What follows belongs to an exercise in optimizing a design on an open flow for small area and a short achievable clock period; a production flow would make more cautious choices. RTL that was checked went through simulation tests only; none was proved equivalent to the original. Power is estimated from default activity; no workload was simulated.

## mult_top
module mult_top(
    input clk,
    input  [15:0] x,
    input  [15:0] y,
    output reg [31:0] p_out
    );
Settings: LEC_CHECK=0, ABC_AREA=1, CAP_MARGIN=20, CORE_MARGIN=2, CORE_UTILIZATION=40, PLACE_DENSITY=0.6, SLEW_MARGIN=20; clock period 10.0 ns.
standard.sh (not shown) runs the stock make flow with config.mk's settings and CLKGATE_MAP_FILE= SYNTH_SCRIPT=/design/flow/synth_recipe.tcl, a recipe that flattens the netlist after the stock synthesis.
==> flow/flow/run.sh <==
#!/bin/bash
# Standard layout with two changes: no full/half-adder cells in synthesis (the
# adders are left as plain gates for abc), and timing repair aimed at a
# tighter setup slack than the design's own settings allow.
set -euo pipefail
export ADDER_MAP_FILE=
export SETUP_SLACK_MARGIN=6.0
bash standard.sh > standard_flow.log 2>&1
Rerun with:
==> flow/flow/run.sh (replaced) <==
#!/bin/bash
# Standard layout with three changes: no full/half-adder cells in synthesis
# (the adders are left as plain gates for abc), timing repair aimed at a
# tighter setup slack than the design's own settings allow, and the port
# buffers are plain buf_1 cells rather than delay buffers.
set -euo pipefail
export ADDER_MAP_FILE=
export SETUP_SLACK_MARGIN=6.0
export BUFFER_PORTS_ARGS="-buffer_cell sky130_fd_sc_hd__buf_1"
bash standard.sh > standard_flow.log 2>&1
Settings changed: CORE_UTILIZATION 40 to 60, PLACE_DENSITY 0.6 to 0.75.
Worst setup slack loses 0.059 ns.
Hold slack gains 0.020 ns.
Power went down by about 1.5%.
Final area goes down by about 6%.
Clock skew barely changes.
Synthesized area stays the same.
Rerun with:
==> flow/flow/run.sh (replaced) <==
#!/bin/bash
# Standard layout with these changes:
# - synthesis leaves the adders as plain gates (no full/half-adder cells) and
#   maps them with flow/abc_map.script (the standard flow's synthesis script otherwise);
# - timing repair aims at a tighter setup slack than the design's settings;
# - the port buffers are plain buf_1 cells rather than delay buffers.
set -euo pipefail
here=$(pwd)
export ADDER_MAP_FILE=
export SETUP_SLACK_MARGIN=6.0
export BUFFER_PORTS_ARGS="-buffer_cell sky130_fd_sc_hd__buf_1"
export FLOW_ABC_SCRIPT=$here/flow/abc_map.script
sed "s#SYNTH_SCRIPT=[^ ]*#SYNTH_SCRIPT=$here/flow/synth_abc.tcl#" standard.sh > standard_abc.sh
bash standard_abc.sh synth > synth_flow.log 2>&1
bash standard.sh > standard_flow.log 2>&1
==> flow/flow/abc_map.script (new file) <==
strash
dch
map -B 0.5
topo
stime -c
buffer -c
upsize -c
dnsize -c
==> flow/flow/synth_abc.tcl (new file) <==
# The standard flow's synthesis script (synth_recipe.tcl) with one change: the final abc
# mapping runs flow/abc_map.script instead of ORFS's abc script.
proc synth {args} { yosys synth -nofsm -noshare {*}$args }
proc abc {args} {
  set i [lsearch -exact $args -script]
  if { $i >= 0 } { lset args [expr { $i + 1 }] $::env(FLOW_ABC_SCRIPT) }
  yosys abc {*}$args
}
source $::env(SCRIPTS_DIR)/synth.tcl
# left out here: clear keep_hierarchy, flatten, clean up, hide names made inside functions, write 1_2_yosys.v
Settings changed: CORE_UTILIZATION 60 to 40, PLACE_DENSITY 0.75 to 0.6.
After rerunning:
- global-route usage came out lower by 7.1 points
- power came out lower by 2.3%
- clock-buffer cell count came out lower by 1
- clock skew is higher by 0.0033 ns
- register-to-register slack is worse by 0.13 ns
- sequential share of layout area is about the same
- via count is lower by 0.35%
- worst hold slack degrades by 0.0049 ns
- first-iteration DRC count grows by 20%
- cell area climbs by 0.45%
Rerun with:
==> flow/flow/abc_map.script (replaced) <==
strash
dch
map -a
topo
stime -c
The changed run produced a clean layout; setup slack loses 0.82 ns; final area climbs by a few percent; clock-buffer cell count climbs by 2.
Rerun with:
==> flow/flow/run.sh (replaced) <==
#!/bin/bash
# Standard layout with three changes: no full/half-adder cells in synthesis
# (the adders are left as plain gates for abc), timing repair aimed at a
# tighter setup slack than the design's own settings allow, and the port
# buffers are plain buf_1 cells rather than delay buffers.
set -euo pipefail
export ADDER_MAP_FILE=
export SETUP_SLACK_MARGIN=6.0
export BUFFER_PORTS_ARGS="-buffer_cell sky130_fd_sc_hd__buf_1"
bash standard.sh > standard_flow.log 2>&1
Settings changed: CTS_BUF_LIST set to sky130_fd_sc_hd__clkbuf_4 sky130_fd_sc_hd__clkbuf_8.
removed: flow/flow/abc_map.script
removed: flow/flow/synth_abc.tcl
Result:
- The new run ran to the end with no violations
- die area rises by 17%
- global-route usage falls by 1.5 points
- clock power falls by 24%
- setup slack is better by 0.94 ns
Rerun with:
==> flow/flow/run.sh (replaced) <==
#!/bin/bash
# Standard layout with these changes:
# - synthesis leaves the adders as plain gates (no full/half-adder cells) and
#   maps them with flow/abc_map.script (the standard flow's synthesis script otherwise);
# - timing repair aims at a tighter setup slack than the design's settings;
# - the port buffers are plain buf_1 cells rather than delay buffers.
set -euo pipefail
here=$(pwd)
export ADDER_MAP_FILE=
export SETUP_SLACK_MARGIN=6.2
export BUFFER_PORTS_ARGS="-buffer_cell sky130_fd_sc_hd__buf_1"
export FLOW_ABC_SCRIPT=$here/flow/abc_map.script
sed "s#SYNTH_SCRIPT=[^ ]*#SYNTH_SCRIPT=$here/flow/synth_abc.tcl#" standard.sh > standard_abc.sh
bash standard_abc.sh synth > synth_flow.log 2>&1
bash standard.sh > standard_flow.log 2>&1
==> flow/flow/abc_map.script (new file) <==
strash
dch
map -B 0.9
strash
dch
map -B 0.9
topo
stime -c
buffer -c
upsize -c
dnsize -c
==> flow/flow/synth_abc.tcl (new file) <==
# The standard flow's synthesis script (synth_recipe.tcl) with one change: the final abc
# mapping runs flow/abc_map.script instead of ORFS's abc script.
proc synth {args} { yosys synth -nofsm -noshare {*}$args }
proc abc {args} {
  set i [lsearch -exact $args -script]
  if { $i >= 0 } { lset args [expr { $i + 1 }] $::env(FLOW_ABC_SCRIPT) }
  yosys abc {*}$args
}
source $::env(SCRIPTS_DIR)/synth.tcl
# left out here: clear keep_hierarchy, flatten, clean up, hide names made inside functions, write 1_2_yosys.v
What happened: The new run went through all stages and came out clean. Global-route usage increases by 0.22 points. Register-to-register slack gains 0.22 ns. Total power decreases slightly. Sequential power is about the same. Clock-buffer cell count is unchanged. Final area decreases slightly. Utilization increases by 0.72 points. Area after synthesis decreases slightly. Setup slack gains 0.083 ns. Non-clock buffer count decreases by 1.

* * *

The RTL this note starts from:
==> flow/design.v <==
module ELM_lod(
    input  [13:0] x0,
    output reg [3:0] k
    );
    wire [12:0] a = x0[12:0] ^ {13{x0[13]}};
    integer i;
    always @* begin
        k = 4'd0;
        for (i = 1; i < 13; i = i + 1)
            if (a[i]) k = i;
    end
endmodule
module ELM_add #(parameter N = 18) (
    input  [N-1:0] a,
    input  [N-1:0] b,
    input          cin,
    output [N-1:0] s
    );
    localparam L = $clog2(N + 1);
    wire [N:0] g0 = {a & b, cin};
    wire [N:0] p0 = {a ^ b, 1'b0};
    wire [N:0] g [0:L];
    wire [N:0] p [0:L];
    assign g[0] = g0;
    assign p[0] = p0;
    genvar l, i;
    generate
        for (l = 0; l < L; l = l + 1) begin : lvl
            for (i = 0; i <= N; i = i + 1) begin : bit_
                if ((i >> l) & 1) begin : op
                    localparam integer J = ((i >> l) << l) - 1;
                    assign g[l+1][i] = g[l][i] | (p[l][i] & g[l][J]);
                    assign p[l+1][i] = p[l][i] & p[l][J];
                end else begin : pass
                    assign g[l+1][i] = g[l][i];
                    assign p[l+1][i] = p[l][i];
                end
            end
        end
    endgenerate
    assign s = p0[N:1] ^ g[L][N-1:0];
endmodule
module ELM_back(
    input  [15:0] x,
    input  [15:0] y,
    input  [3:0]  kx,
    input  [3:0]  ky,
    output [31:0] p
    );
    wire [16:0] tx = {x[12:0], {4{x[13]}}} >> kx;
    wire [16:0] ty = {y[12:0], {4{y[13]}}} >> ky;
    wire [3:0]  fx = tx[3:0] ^ {4{x[13]}};
    wire [3:0]  fy = ty[3:0] ^ {4{y[13]}};
    wire s  = x[13] ^ y[13];
    wire nz = (x[13] | (|x[7:0])) & (y[13] | (|y[7:0]));
    wire [4:0] fs = fx + fy;
    wire [4:0] ks = kx + ky;
    wire [5:0] m  = fs[4] ? {1'b1, fs[3:0], 1'b0} : {2'b01, fs[3:0]};
    wire [3:0] d0;
    wire [6:0] d1;
    genvar j, i;
    generate
        for (i = 0; i < 4; i = i + 1) begin : dec0
            assign d0[i] = (ks[1:0] == i);
        end
        for (i = 0; i < 7; i = i + 1) begin : dec1
            if (i < 6) assign d1[i] = nz & (ks[4:2] == i);
            else       assign d1[i] = nz & ks[4] & ks[3];
        end
    endgenerate
    wire [8:0] m1;       
    generate
        for (j = 0; j < 9; j = j + 1) begin : sh0
            wire [3:0] t;
            for (i = 0; i < 4; i = i + 1) begin : b
                if (j - i >= 0 && j - i <= 5)
                    assign t[i] = d0[i] & m[j - i];
                else
                    assign t[i] = 1'b0;
            end
            assign m1[j] = |t;
        end
    endgenerate
    wire [27:0] pabs;    
    assign pabs[27:26] = 2'b00;
    generate
        for (j = 0; j < 26; j = j + 1) begin : sh1
            wire [6:0] t;
            for (i = 0; i < 7; i = i + 1) begin : b
                if (j + 4 - 4*i >= 0 && j + 4 - 4*i <= (i == 6 ? 5 : 8))
                    assign t[i] = d1[i] & m1[j + 4 - 4*i];
                else
                    assign t[i] = 1'b0;
            end
            assign pabs[j] = |t;
        end
    endgenerate
    wire [27:0] A = pabs ^ {28{s & nz}};
    wire x_one = x[14] ^ x[13];
    wire x_two = (x[15] ^ x[14]) & ~x_one;
    wire y_one = y[14] ^ y[13];
    wire y_two = (y[15] ^ y[14]) & ~y_one;
    wire sf1 = x[15] & (x_one | x_two);
    wire sf0 = y[15] & (y_one | y_two);
    wire [16:0] ye = {y[15], y};
    wire [14:0] xe = {x[13], x[13:0]};
    wire [16:0] pp2 = ({17{x_one}} & ye | {17{x_two}} & {ye[15:0], 1'b0}) ^ {17{sf1}};
    wire [14:0] pp1 = ({15{y_one}} & xe | {15{y_two}} & {xe[13:0], 1'b0}) ^ {15{sf0}};
    wire [14:0] z;       
    generate
        for (i = 0; i < 15; i = i + 1) begin : zlo
            if (i == 0) assign z[i] = 1'b1;
            else        assign z[i] = ~|A[i-1:0];
        end
    endgenerate
    assign p[13:0] = A[13:0] ^ ({14{sf0}} & z[13:0]);
    wire cin = sf0 & ~z[14];
    wire [17:0] ha = {{4{A[27]}}, A[27:14]};
    wire [17:0] hb = {pp2[16], pp2};
    wire [17:0] hc = {{3{pp1[14]}}, pp1};
    wire [17:0] cs = ha ^ hb ^ hc;
    wire [17:0] cc = {(ha[16:0] & hb[16:0]) | (ha[16:0] & hc[16:0]) | (hb[16:0] & hc[16:0]), sf1};
    ELM_add #(.N(18)) hi_add(.a(cs), .b(cc), .cin(cin), .s(p[31:14]));
endmodule
module ELM_Mitchw5(
    input  [15:0] x,
    input  [15:0] y,
    output [31:0] p
    );
    wire [3:0] kx, ky;
    ELM_lod  lx(.x0(x[13:0]), .k(kx));
    ELM_lod  ly(.x0(y[13:0]), .k(ky));
    ELM_back b(.x(x), .y(y), .kx(kx), .ky(ky), .p(p));
endmodule
module mult_top(
    input clk,
    input  [15:0] x,
    input  [15:0] y,
    output reg [31:0] p_out
    );
    wire [3:0] kx_d, ky_d;
    reg  [15:0] X_vec, Y_vec;
    reg  [3:0]  KX_vec, KY_vec;
    ELM_lod lod_x(.x0(x[13:0]), .k(kx_d));
    ELM_lod lod_y(.x0(y[13:0]), .k(ky_d));
    wire [31:0] P_vec;
    ELM_back back(.x(X_vec), .y(Y_vec), .kx(KX_vec), .ky(KY_vec), .p(P_vec));
    always @(posedge clk)
    begin
        X_vec  <= x;
        Y_vec  <= y;
        KX_vec <= kx_d;
        KY_vec <= ky_d;
        p_out  <= P_vec;
    end
endmodule
clock: 10.0 ns
lec_check: 0
abc_area: 1
cap_margin: 20
core_margin: 2
core_utilization: 40
place_density: 0.6
slew_margin: 20
==> flow/flow/run.sh <==
#!/bin/bash
# Standard layout with two changes: no full/half-adder cells in synthesis (the
# adders are left as plain gates for abc), and timing repair aimed at a
# tighter setup slack than the design's own settings allow.
set -euo pipefail
export ADDER_MAP_FILE=
export SETUP_SLACK_MARGIN=6.5
bash standard.sh > standard_flow.log 2>&1
Then changed:
--- a/flow/flow/run.sh
+++ b/flow/flow/run.sh
@@ -5,4 +5,4 @@
 set -euo pipefail
 export ADDER_MAP_FILE=
-export SETUP_SLACK_MARGIN=6.5
+export SETUP_SLACK_MARGIN=6.0
 bash standard.sh > standard_flow.log 2>&1
The new run produced a clean layout.
Cell area falls by 5.7%.
Count of clock-buffer cells in the layout does not change.
Power falls by 7.6%.
Wire length falls by 4.3%.
Worst hold slack barely changes.
No functional check of the RTL was part of any run of this note.

==> what the ideal ports hide <==
In the flow no input, the clock included, has a driving cell. The finished layouts below were timed again as built, in two steps. Step 1, drivers: a clkbuf_16 drives clk and a buf_2 each remaining input, both assumed. Step 2 times the ports against the registers' clock, not the clock port: input delays grow and output delays shrink by t, the midpoint of the rising clock arrivals with the driver on. Three values: no drivers, after step 1, after step 2; two values: the first two.
| run | t, ns | setup WS [ns] | hold WS [ns] | worst setup path at the end | worst register clock-pin slew, ns |
|---|---|---|---|---|---|
| the first run of note 1 | 0.388 | 6.347 / 6.347 / 6.097 | 0.724 / 0.724 / 0.724 | input to register | 0.07 / 0.07 |
| the second run of note 1 | 0.391 | 6.288 / 6.305 / 5.914 | 0.744 / 0.744 / 0.744 | input to register | 0.07 / 0.07 |
| the third run of note 1 | 0.395 | 6.224 / 6.238 / 5.843 | 0.739 / 0.739 / 0.739 | input to register | 0.07 / 0.07 |
| the fourth run of note 1 | 0.390 | 5.405 / 5.405 / 5.405 | 0.685 / 0.685 / 0.685 | register to register | 0.07 / 0.07 |
| the fifth run of note 1 | 0.419 | 6.347 / 6.347 / 5.965 | 0.725 / 0.725 / 0.725 | input to register | 0.10 / 0.10 |
| the sixth run of note 1 | 0.419 | 6.430 / 6.434 / 6.015 | 0.779 / 0.779 / 0.779 | input to register | 0.09 / 0.09 |
| the first run of note 2 | 0.395 | 6.119 / 6.119 / 6.119 | 0.707 / 0.707 / 0.707 | register to register | 0.06 / 0.06 |
| the second run of note 2 | 0.394 | 6.031 / 6.031 / 6.031 | 0.708 / 0.708 / 0.708 | register to register | 0.06 / 0.06 |
After both steps every run listed still meets setup and hold. For the sixth run of note 1, which loses most, drivers alone change the setup slack by +0.004 ns; drivers and shift together by -0.415 ns.
